From an optimization exercise on the open Yosys and OpenROAD flow, aimed at small area; shortcuts taken in it are not production practice. The RTL was checked by simulation tests, not by an equivalence proof against the original design. The clock port is modelled as an ideal driver; clocking choices that lean on that would not hold on a real chip. Power figures rest on the tool's default switching activity, not on a simulated workload.

==> inputs of run a <==
==> flow/design.v <==
module top(reset,clk,ps2clk,ps2data,hsync,vsync, Rout, Gout, Bout,pwm);
input reset,clk;
input ps2clk,ps2data;
output hsync,vsync,pwm;
output [2:0] Rout,Gout,Bout;
reg [1:0] q;
wire tick = &q;
always @(posedge clk)
  if (reset) q <= 2'd0;
  else       q <= q + 2'd1;
reg [9:0]  p;
reg [11:0] k;
reg        b, bt;
wire       p_end = p[9] & p[6] & p[5] & p[4];           
wire       step  = tick & p_end;
wire [9:0] pn = p + {9'd0, tick};
wire [12:0] kn = {1'b0, k} + {12'd0, step};
wire       k_wrap = kn[12];
always @(posedge clk)
  if (reset) begin
    p <= 10'd0; k <= 12'd96; bt <= 1'b0;
  end else begin
    p <= pn & ~({10{step}} & 10'b1001110001);
    k <= kn[11:0] | {5'd0, k_wrap, k_wrap, 5'd0};
    if (tick) bt <= k_wrap;
  end
always @(posedge clk)
  if (reset) b <= 1'b0;
  else if (tick & bt) b <= ~b;
reg [9:0] h;
reg [8:0] v;
wire h_end = h[9] & h[8] & h[5];                       
wire v_end = v[8] & v[7] & v[6] & v[0];                
wire hw = tick & h_end;
wire [9:0] hn = h + {9'd0, tick};
wire [8:0] vn = v + {8'd0, hw};
always @(posedge clk)
  if (reset) begin
    h <= 10'd0; v <= 9'd0;
  end else begin
    h <= hn & ~({10{hw}} & 10'b1100100001);
    v <= vn & ~({9{hw & v_end}} & 9'b111000010);
  end
assign hsync = ~(h >= 10'd16 && h <= 10'd111) | reset;
assign vsync = (v == 9'd12 || v == 9'd13) & ~reset;
wire shown = (h >= 10'd477 && h <= 10'd484 && v >= 9'd241 && v <= 9'd256);
reg [3:0] s;
wire fe = s[3] & (s[2:0] == 3'd4);
always @(posedge clk)
  if (reset) s <= 4'd0;
  else if (tick) begin
    if (ps2clk)
      s <= s[3] ? 4'd1 : (s[2] ? 4'd4 : s + 4'd1);
    else
      s <= s[3] ? (s[2] ? 4'd0 : s + 4'd1) : (s[2] ? 4'b1001 : 4'd0);
  end
reg [8:0] sh;       
reg       par;      
reg [3:0] cnt;
reg       f0;       
reg [1:0] th;       
wire [7:0] d = sh[8:1];
wire fe_t   = tick & fe;
wire c10    = cnt[3] & cnt[1];                          
wire c0     = ~(cnt[3] | cnt[2] | cnt[1] | cnt[0]);
wire c_hi   = cnt[3] & (cnt[1] | cnt[0]);               
wire kk     = cnt[3] & (cnt[2] | (cnt[1] & cnt[0]));   
wire k2     = cnt[3] & cnt[2] & ~cnt[0];                
wire k3     = cnt[3] & cnt[2] & cnt[0];                 
wire stop_edge = fe_t & c10;
wire good = ~sh[0] & ps2data & par;
wire key  = stop_edge & good & f0;
always @(posedge clk) begin
  if (fe_t & ~c_hi) sh <= {ps2data, sh[8:1]};
  if (fe_t & ~c10)  par <= ps2data ^ (par & ~c0);
end
always @(posedge clk)
  if (reset) begin
    cnt <= 4'd0; f0 <= 1'b0;
  end else begin
    if (tick & kk)   cnt <= k3 ? 4'd0 : cnt + 4'd1;
    else if (fe_t)   cnt <= c10 ? (key ? 4'd11 : 4'd0) : cnt + 4'd1;
    if (stop_edge & good) f0 <= ~f0 & (d == 8'hF0);
  end
always @(posedge clk)
  if (reset) th <= 2'd0;
  else begin
    if (key)
      case (d)
        8'h2B: th <= 2'd0;
        8'h15: th <= 2'd1;
        8'h33: th <= 2'd2;
        8'h22: th <= 2'd3;
        default: ;
      endcase
  end
reg       ce;
reg [1:0] ca;       
reg       dr, dg, db;
always @(posedge clk)
  if (reset) begin
    dr <= 1'b0; dg <= 1'b0; db <= 1'b0;
  end else if (tick & k2) begin
    case (d)
      8'h2D: begin dr <= 1'b1; dg <= 1'b0; db <= 1'b0; end
      8'h34: begin dr <= 1'b0; dg <= 1'b1; db <= 1'b0; end
      8'h32: begin dr <= 1'b0; dg <= 1'b0; db <= 1'b1; end
      8'h44: begin dr <= 1'b0; dg <= 1'b0; db <= 1'b0; end
      8'h23: begin dr <= 1'b1; dg <= 1'b1; db <= 1'b1; end
      default: ;
    endcase
  end
always @(posedge clk)
  if (reset) ce <= 1'b0;
  else if (tick & k3) begin
    case (d)
      8'h2B, 8'h15, 8'h33, 8'h22: ce <= 1'b1;
      8'h2D, 8'h34, 8'h32, 8'h44, 8'h23: ;
      default: ce <= 1'b0;
    endcase
  end
always @(posedge clk)
  if (tick & k3)
    case (d)
      8'h2B: ca <= 2'd0;
      8'h15: ca <= 2'd1;
      8'h33: ca <= 2'd2;
      8'h22: ca <= 2'd3;
      default: ;
    endcase
reg pix;
always @* begin
  case ({ca, v[3:0], h[2:0]})
    9'd5, 9'd6, 9'd8, 9'd9, 9'd10, 9'd11, 9'd12, 9'd13,
    9'd14, 9'd15, 9'd16, 9'd17, 9'd18, 9'd19, 9'd20, 9'd21,
    9'd22, 9'd23, 9'd29, 9'd30, 9'd37, 9'd38, 9'd45, 9'd46,
    9'd53, 9'd54, 9'd61, 9'd62, 9'd64, 9'd65, 9'd66, 9'd67,
    9'd68, 9'd69, 9'd70, 9'd71, 9'd72, 9'd73, 9'd74, 9'd75,
    9'd76, 9'd77, 9'd78, 9'd79, 9'd85, 9'd86, 9'd93, 9'd94,
    9'd101, 9'd102, 9'd109, 9'd110, 9'd117, 9'd118, 9'd125, 9'd126,
    9'd128, 9'd129, 9'd131, 9'd132, 9'd136, 9'd137, 9'd146, 9'd147,
    9'd150, 9'd151, 9'd155, 9'd156, 9'd157, 9'd158, 9'd163, 9'd164,
    9'd165, 9'd166, 9'd171, 9'd172, 9'd173, 9'd174, 9'd179, 9'd180,
    9'd181, 9'd182, 9'd187, 9'd188, 9'd189, 9'd190, 9'd195, 9'd196,
    9'd197, 9'd198, 9'd203, 9'd204, 9'd205, 9'd206, 9'd211, 9'd212,
    9'd213, 9'd214, 9'd219, 9'd220, 9'd221, 9'd222, 9'd227, 9'd228,
    9'd229, 9'd230, 9'd235, 9'd236, 9'd237, 9'd238, 9'd243, 9'd244,
    9'd245, 9'd246, 9'd250, 9'd251, 9'd254, 9'd255, 9'd259, 9'd260,
    9'd261, 9'd262, 9'd267, 9'd268, 9'd269, 9'd270, 9'd275, 9'd276,
    9'd277, 9'd278, 9'd283, 9'd284, 9'd285, 9'd286, 9'd291, 9'd292,
    9'd293, 9'd294, 9'd299, 9'd300, 9'd301, 9'd302, 9'd307, 9'd308,
    9'd309, 9'd310, 9'd315, 9'd316, 9'd317, 9'd318, 9'd320, 9'd321,
    9'd322, 9'd323, 9'd324, 9'd325, 9'd326, 9'd327, 9'd328, 9'd329,
    9'd330, 9'd331, 9'd332, 9'd333, 9'd334, 9'd335, 9'd339, 9'd340,
    9'd341, 9'd342, 9'd347, 9'd348, 9'd349, 9'd350, 9'd355, 9'd356,
    9'd357, 9'd358, 9'd363, 9'd364, 9'd365, 9'd366, 9'd371, 9'd372,
    9'd373, 9'd374, 9'd379, 9'd380, 9'd381, 9'd382, 9'd387, 9'd388,
    9'd389, 9'd390, 9'd395, 9'd396, 9'd397, 9'd398, 9'd403, 9'd404,
    9'd405, 9'd406, 9'd411, 9'd412, 9'd413, 9'd414, 9'd418, 9'd419,
    9'd422, 9'd423, 9'd426, 9'd427, 9'd430, 9'd431, 9'd434, 9'd435,
    9'd438, 9'd439, 9'd440, 9'd441, 9'd447, 9'd448, 9'd449, 9'd455,
    9'd456, 9'd457, 9'd463, 9'd464, 9'd465, 9'd471, 9'd473, 9'd474,
    9'd478, 9'd479, 9'd481, 9'd482, 9'd486, 9'd487, 9'd490, 9'd491,
    9'd494, 9'd495, 9'd499, 9'd500, 9'd501, 9'd502, 9'd507, 9'd508,
    9'd509, 9'd510: pix = 1'b1;
    default: pix = 1'b0;
  endcase
end
wire lit   = shown & ce & pix & ~reset;
wire flash = dr & dg;
assign Rout = {3{lit & (flash ? b : ~(dg | db))}};
assign Gout = {3{lit & (flash ? b : ~(dr | db))}};
assign Bout = {3{lit & (flash ? b : ~(dr | dg))}};
reg [9:0] c;
wire cw = step & c[9] & c[8] & c[5];                   
wire [9:0] cn = c + {9'd0, step};
always @(posedge clk)
  if (reset) c <= 10'd0;
  else c <= cn & ~({10{cw}} & 10'b1100100001);
wire [6:0] cl = c[6:0];
reg lt;
always @* case (th)
  2'd0: lt = cl < 7'd41;
  2'd1: lt = cl < 7'd51;
  2'd2: lt = cl < 7'd61;
  default: lt = cl < 7'd81;
endcase
assign pwm = (~(c[9] | c[8] | c[7]) & lt) | reset;
endmodule
==> flow/flow/run.sh <==
#!/bin/bash
# Standard synthesis; its combinational logic re-mapped for area with a few
# seeds of ABC's deepsyn, each proven equal to the standard netlist register by
# register, the smallest kept; then the standard ORFS layout with small port
# buffers and a small clock tree.
set -euo pipefail
R=orfs/results/sky130hd/top/base
LIB=$FLOW_HOME/platforms/sky130hd/lib/sky130_fd_sc_hd__tt_025C_1v80.lib
bash standard.sh synth > synth.log 2>&1
cp $R/1_2_yosys.v std.v
for S in 0 1 2 3; do
  (
    mkdir -p reopt_$S
    cd reopt_$S
    ln -sf ../std.v std.v
    sed "s|@SEED@|$S|" ../flow/area.abc > area_run.abc
    sed "s|@LIB@|$LIB|g" ../flow/reopt.ys > reopt_run.ys
    sed "s|@LIB@|$LIB|g" ../flow/equiv.ys > equiv_run.ys
    if yosys -q -l reopt.log reopt_run.ys > reopt_out.log 2>&1 && \
       yosys -q -l equiv.log equiv_run.ys > equiv_out.log 2>&1; then
      grep "Chip area" reopt.log | tail -1 | awk '{print $NF}' > area.txt
    fi
  ) &
done
wait
best=""; besta=""
for S in 0 1 2 3; do
  if [[ -f reopt_$S/area.txt ]]; then
    a=$(cat reopt_$S/area.txt)
    if [[ -z "$besta" ]] || python3 -c "import sys; sys.exit(0 if $a < $besta else 1)"; then best=$S; besta=$a; fi
  fi
done
echo "reopt areas: $(cat reopt_*/area.txt 2>/dev/null | tr '\n' ' ') best seed: ${best:-none}" > reopt_choice.log
if [[ -n "$best" ]]; then
  cp reopt_$best/reopt.v $R/1_2_yosys.v
  rm -f $R/1_synth.odb $R/1_synth.sdc
  bash standard.sh synth > synth2.log 2>&1
fi
bash standard.sh \
  REMOVE_ABC_BUFFERS=1 CORE_UTILIZATION=70 CAP_MARGIN=0 SLEW_MARGIN=0 \
  BUFFER_PORTS_ARGS="-buffer_cell sky130_fd_sc_hd__buf_1" \
  CTS_ARGS="-sink_clustering_enable -sink_clustering_size 40 -sink_clustering_max_diameter 300 -root_buf sky130_fd_sc_hd__clkbuf_8 -buf_list sky130_fd_sc_hd__clkbuf_4 -dont_use_dummy_load" \
  finish > finish.log 2>&1
==> flow/flow/area.abc <==
strash
&get -n
&deepsyn -T 40 -S @SEED@
&dch -f
&nf -a -R 1000
&put
topo
==> flow/flow/equiv.ys <==
# Prove the re-mapped netlist equal to the standard one, register by register.
read_liberty -ignore_miss_func @LIB@
read_verilog std.v
rename top gold
read_verilog reopt.v
rename top gate
hierarchy -check
check -assert gate
rename -hide gold/w:_*_ gold/c:_*_ gate/w:_*_ gate/c:_*_
flatten gold gate
async2sync
opt_clean
equiv_make gold gate eq
hierarchy -top eq
equiv_simple -seq 1
equiv_induct
equiv_status -assert
==> flow/flow/reopt.ys <==
# Re-map the combinational logic of the standard synthesis for area.
# Registers (and their names and cell types) are kept as they are.
read_liberty -ignore_miss_func @LIB@
read_verilog std.v
hierarchy -top top
blackbox sky130_fd_sc_hd__df* sky130_fd_sc_hd__edf*
flatten
opt -purge
abc -liberty @LIB@ -dont_use sky130_fd_sc_hd__lpflow_bleeder_1 -dont_use sky130_fd_sc_hd__lpflow_clkbufkapwr_1 -dont_use sky130_fd_sc_hd__lpflow_clkbufkapwr_16 -dont_use sky130_fd_sc_hd__lpflow_clkbufkapwr_2 -dont_use sky130_fd_sc_hd__lpflow_clkbufkapwr_4 -dont_use sky130_fd_sc_hd__lpflow_clkbufkapwr_8 -dont_use sky130_fd_sc_hd__lpflow_clkinvkapwr_1 -dont_use sky130_fd_sc_hd__lpflow_clkinvkapwr_16 -dont_use sky130_fd_sc_hd__lpflow_clkinvkapwr_2 -dont_use sky130_fd_sc_hd__lpflow_clkinvkapwr_4 -dont_use sky130_fd_sc_hd__lpflow_clkinvkapwr_8 -dont_use sky130_fd_sc_hd__lpflow_decapkapwr_12 -dont_use sky130_fd_sc_hd__lpflow_decapkapwr_3 -dont_use sky130_fd_sc_hd__lpflow_decapkapwr_4 -dont_use sky130_fd_sc_hd__lpflow_decapkapwr_6 -dont_use sky130_fd_sc_hd__lpflow_decapkapwr_8 -dont_use sky130_fd_sc_hd__lpflow_inputiso0n_1 -dont_use sky130_fd_sc_hd__lpflow_inputiso0p_1 -dont_use sky130_fd_sc_hd__lpflow_inputiso1n_1 -dont_use sky130_fd_sc_hd__lpflow_inputiso1p_1 -dont_use sky130_fd_sc_hd__lpflow_inputisolatch_1 -dont_use sky130_fd_sc_hd__lpflow_isobufsrc_1 -dont_use sky130_fd_sc_hd__lpflow_isobufsrc_16 -dont_use sky130_fd_sc_hd__lpflow_isobufsrc_2 -dont_use sky130_fd_sc_hd__lpflow_isobufsrc_4 -dont_use sky130_fd_sc_hd__lpflow_isobufsrc_8 -dont_use sky130_fd_sc_hd__lpflow_isobufsrckapwr_16 -dont_use sky130_fd_sc_hd__lpflow_lsbuf_lh_hl_isowell_tap_1 -dont_use sky130_fd_sc_hd__lpflow_lsbuf_lh_hl_isowell_tap_2 -dont_use sky130_fd_sc_hd__lpflow_lsbuf_lh_hl_isowell_tap_4 -dont_use sky130_fd_sc_hd__lpflow_lsbuf_lh_isowell_4 -dont_use sky130_fd_sc_hd__lpflow_lsbuf_lh_isowell_tap_1 -dont_use sky130_fd_sc_hd__lpflow_lsbuf_lh_isowell_tap_2 -dont_use sky130_fd_sc_hd__lpflow_lsbuf_lh_isowell_tap_4 -dont_use sky130_fd_sc_hd__probe_p_8 -dont_use sky130_fd_sc_hd__probec_p_8  -script area_run.abc
opt_clean -purge
setundef -zero
splitnets
opt_clean -purge
hilomap -singleton -hicell sky130_fd_sc_hd__conb_1 HI -locell sky130_fd_sc_hd__conb_1 LO
insbuf -buf sky130_fd_sc_hd__buf_1 A X
opt_clean -purge
stat -liberty @LIB@
select top
write_verilog -selected -noattr -nohex -nodec reopt.v
==> flow/standard.sh <==
#!/bin/bash
# synth_recipe.tcl (not shown) runs the flow's synth.tcl, then flattens the netlist and writes it again
# the make line also repeats each setting of config.mk as NAME=value (left out here)
make -C /OpenROAD-flow-scripts/flow DESIGN_CONFIG=/design/flow/config.mk WORK_HOME=/design/flow/orfs CLKGATE_MAP_FILE= SYNTH_SCRIPT=/design/flow/synth_recipe.tcl "${@:-finish}"
==> flow/config.mk <==
export PLATFORM = sky130hd
export DESIGN_NAME = top
export DESIGN_NICKNAME = top
export VERILOG_FILES = /design/flow/design.v
export SDC_FILE = /design/flow/constraint.sdc
export NUM_CORES = 4
export LEC_CHECK = 0
export CAP_MARGIN = 20
export CORE_MARGIN = 2
export CORE_UTILIZATION = 40
export SLEW_MARGIN = 20
==> flow/constraint.sdc <==
create_clock -name core_clock -period 10.0 [get_ports {clk}]
set_input_delay 2.0000 -clock core_clock [delete_from_list [all_inputs] [get_ports {clk}]]
set_output_delay 2.0000 -clock core_clock [all_outputs]
set_load 0.01 [all_outputs]
==> inputs of run b, as changes to run a <==
--- a/flow/design.v
+++ b/flow/design.v
@@ -11,5 +11,5 @@
 reg [9:0]  p;
 reg [11:0] k;
-reg        b, bt;
+reg        b;
 wire       p_end = p[9] & p[6] & p[5] & p[4];           
 wire       step  = tick & p_end;
@@ -19,13 +19,12 @@
 always @(posedge clk)
   if (reset) begin
-    p <= 10'd0; k <= 12'd96; bt <= 1'b0;
+    p <= 10'd0; k <= 12'd96;
   end else begin
     p <= pn & ~({10{step}} & 10'b1001110001);
     k <= kn[11:0] | {5'd0, k_wrap, k_wrap, 5'd0};
-    if (tick) bt <= k_wrap;
   end
 always @(posedge clk)
   if (reset) b <= 1'b0;
-  else if (tick & bt) b <= ~b;
+  else if (k_wrap) b <= ~b;
 reg [9:0] h;
 reg [8:0] v;
--- a/flow/flow/run.sh
+++ b/flow/flow/run.sh
@@ -1,7 +1,8 @@
 #!/bin/bash
 # Standard synthesis; its combinational logic re-mapped for area with a few
-# seeds of ABC's deepsyn, each proven equal to the standard netlist register by
+# seeds of ABC's deepsyn (each run to a fixed count of steps without gain), each proven equal to the standard netlist register by
 # register, the smallest kept; then the standard ORFS layout with small port
-# buffers and a small clock tree.
+# buffers and a small clock tree, each clock buffer then
+# downsized where the clock slew allows.
 set -euo pipefail
 R=orfs/results/sky130hd/top/base
@@ -13,5 +14,5 @@
     mkdir -p reopt_$S
     cd reopt_$S
-    ln -sf ../std.v std.v
+    cp ../std.v std.v
     sed "s|@SEED@|$S|" ../flow/area.abc > area_run.abc
     sed "s|@LIB@|$LIB|g" ../flow/reopt.ys > reopt_run.ys
@@ -38,5 +39,5 @@
 fi
 bash standard.sh \
-  REMOVE_ABC_BUFFERS=1 CORE_UTILIZATION=70 CAP_MARGIN=0 SLEW_MARGIN=0 \
+  REMOVE_ABC_BUFFERS=1 CORE_UTILIZATION=90 CAP_MARGIN=0 SLEW_MARGIN=0 POST_CTS_TCL=$PWD/flow/post_cts.tcl \
   BUFFER_PORTS_ARGS="-buffer_cell sky130_fd_sc_hd__buf_1" \
   CTS_ARGS="-sink_clustering_enable -sink_clustering_size 40 -sink_clustering_max_diameter 300 -root_buf sky130_fd_sc_hd__clkbuf_8 -buf_list sky130_fd_sc_hd__clkbuf_4 -dont_use_dummy_load" \
==> flow/flow/area.abc (replaced) <==
strash
&get -n
&deepsyn -J 300 -T 900 -S @SEED@
&dch -f
&nf -a -R 1000
&put
topo
--- a/flow/flow/equiv.ys
+++ b/flow/flow/equiv.ys
@@ -7,4 +7,5 @@
 hierarchy -check
 check -assert gate
+select -assert-none gate/t:$*
 rename -hide gold/w:_*_ gold/c:_*_ gate/w:_*_ gate/c:_*_
 flatten gold gate
==> flow/flow/post_cts.tcl (new file) <==
# After clock tree synthesis: give each clock buffer the smallest of clkbuf_2
# and clkbuf_4 that keeps every flip-flop clock pin's slew under 100 ps
# (placement estimate), then legalize the placement again.
set smaller {sky130_fd_sc_hd__clkbuf_2 sky130_fd_sc_hd__clkbuf_4}
set limit 0.100
proc max_clk_slew {} {
  estimate_parasitics -placement
  set m 0.0
  foreach p [all_registers -clock_pins] {
    set s [get_property $p slew_max]
    if {$s > $m} { set m $s }
  }
  return $m
}
puts "clock slew before sizing: [max_clk_slew]"
# leaves first, root last
set bufs [lsort -decreasing [lmap c [get_cells clkbuf_*] {get_full_name $c}]]
foreach name $bufs {
  set c [get_cells $name]
  set old [get_property $c ref_name]
  set done 0
  foreach small $smaller {
    if {$old eq $small} { set done 1; break }
    replace_cell $name $small
    set s [max_clk_slew]
    if {$s <= $limit} {
      puts "resize $name to $small ($s)"
      set done 1
      break
    }
  }
  if {!$done} {
    replace_cell $name $old
    puts "keep $name as $old"
  }
}
puts "clock slew after sizing: [max_clk_slew]"
detailed_placement
check_placement -verbose
==> results.yml <==
outcome:
  status: "stopped before the end"
  haltStage: "global placement without I/O (3_1_place_gp_skip_io)"
  tool.error: "[ERROR GPL-0301] Utilization 107.533 % exceeds 100%."
synth:
  netlist_instances: 388
  syn_area_per_cell_um2: 8.89
floorplan:
  placementRows: 22
  dieWidth_um: 65.9
  initial_core_util_pct: 94.2
The numbers above come from run b.

==> results.yml <==
outcome:
  status: "finished clean"
final_layout:
  multi_input_cells: 317
synth:
  syn_area_per_cell_um2: 8.52
  netlist_instances: 410
floorplan:
  dieWidth_um: 74.7
hold_path:
  worstHoldPathType: "reg -> reg"
clock_tree:
  cts_max_level: 3
  cts.sinks: 82
timing:
  finalSetupViolations: 0
  fin_ws_ns: 4.05
global_routing:
  grt_pass1_vias: 2756
power:
  internal_power_mw: 0.419
The numbers above come from run a.

-- static timing again, ports no longer ideal --
In the flow no input, the clock included, has a driving cell. The finished layout below was timed again as built, in two steps.
Step 1 (the two cells are an assumption about what drives the block):
set clk [get_ports {clk}]
set_driving_cell -lib_cell sky130_fd_sc_hd__clkbuf_16 $clk
set_driving_cell -lib_cell sky130_fd_sc_hd__buf_2 [delete_from_list [all_inputs] $clk]
Step 2 times the ports against the registers' clock, not the clock port: input delays grow and output delays shrink by t, the midpoint of the rising clock arrivals with the driver on.
a / b / c = ideal / step 1 / step 2; a / b = the first two.
run: run a
shift t [ns]: 0.366
setup slack, ns: 4.052 / 4.028 / 4.028
hold slack, ns: 0.450 / 0.450 / 0.450
After both steps setup and hold are still met in run a. The setup slack of run a moves by -0.024 ns with the drivers and by -0.024 ns with both steps.
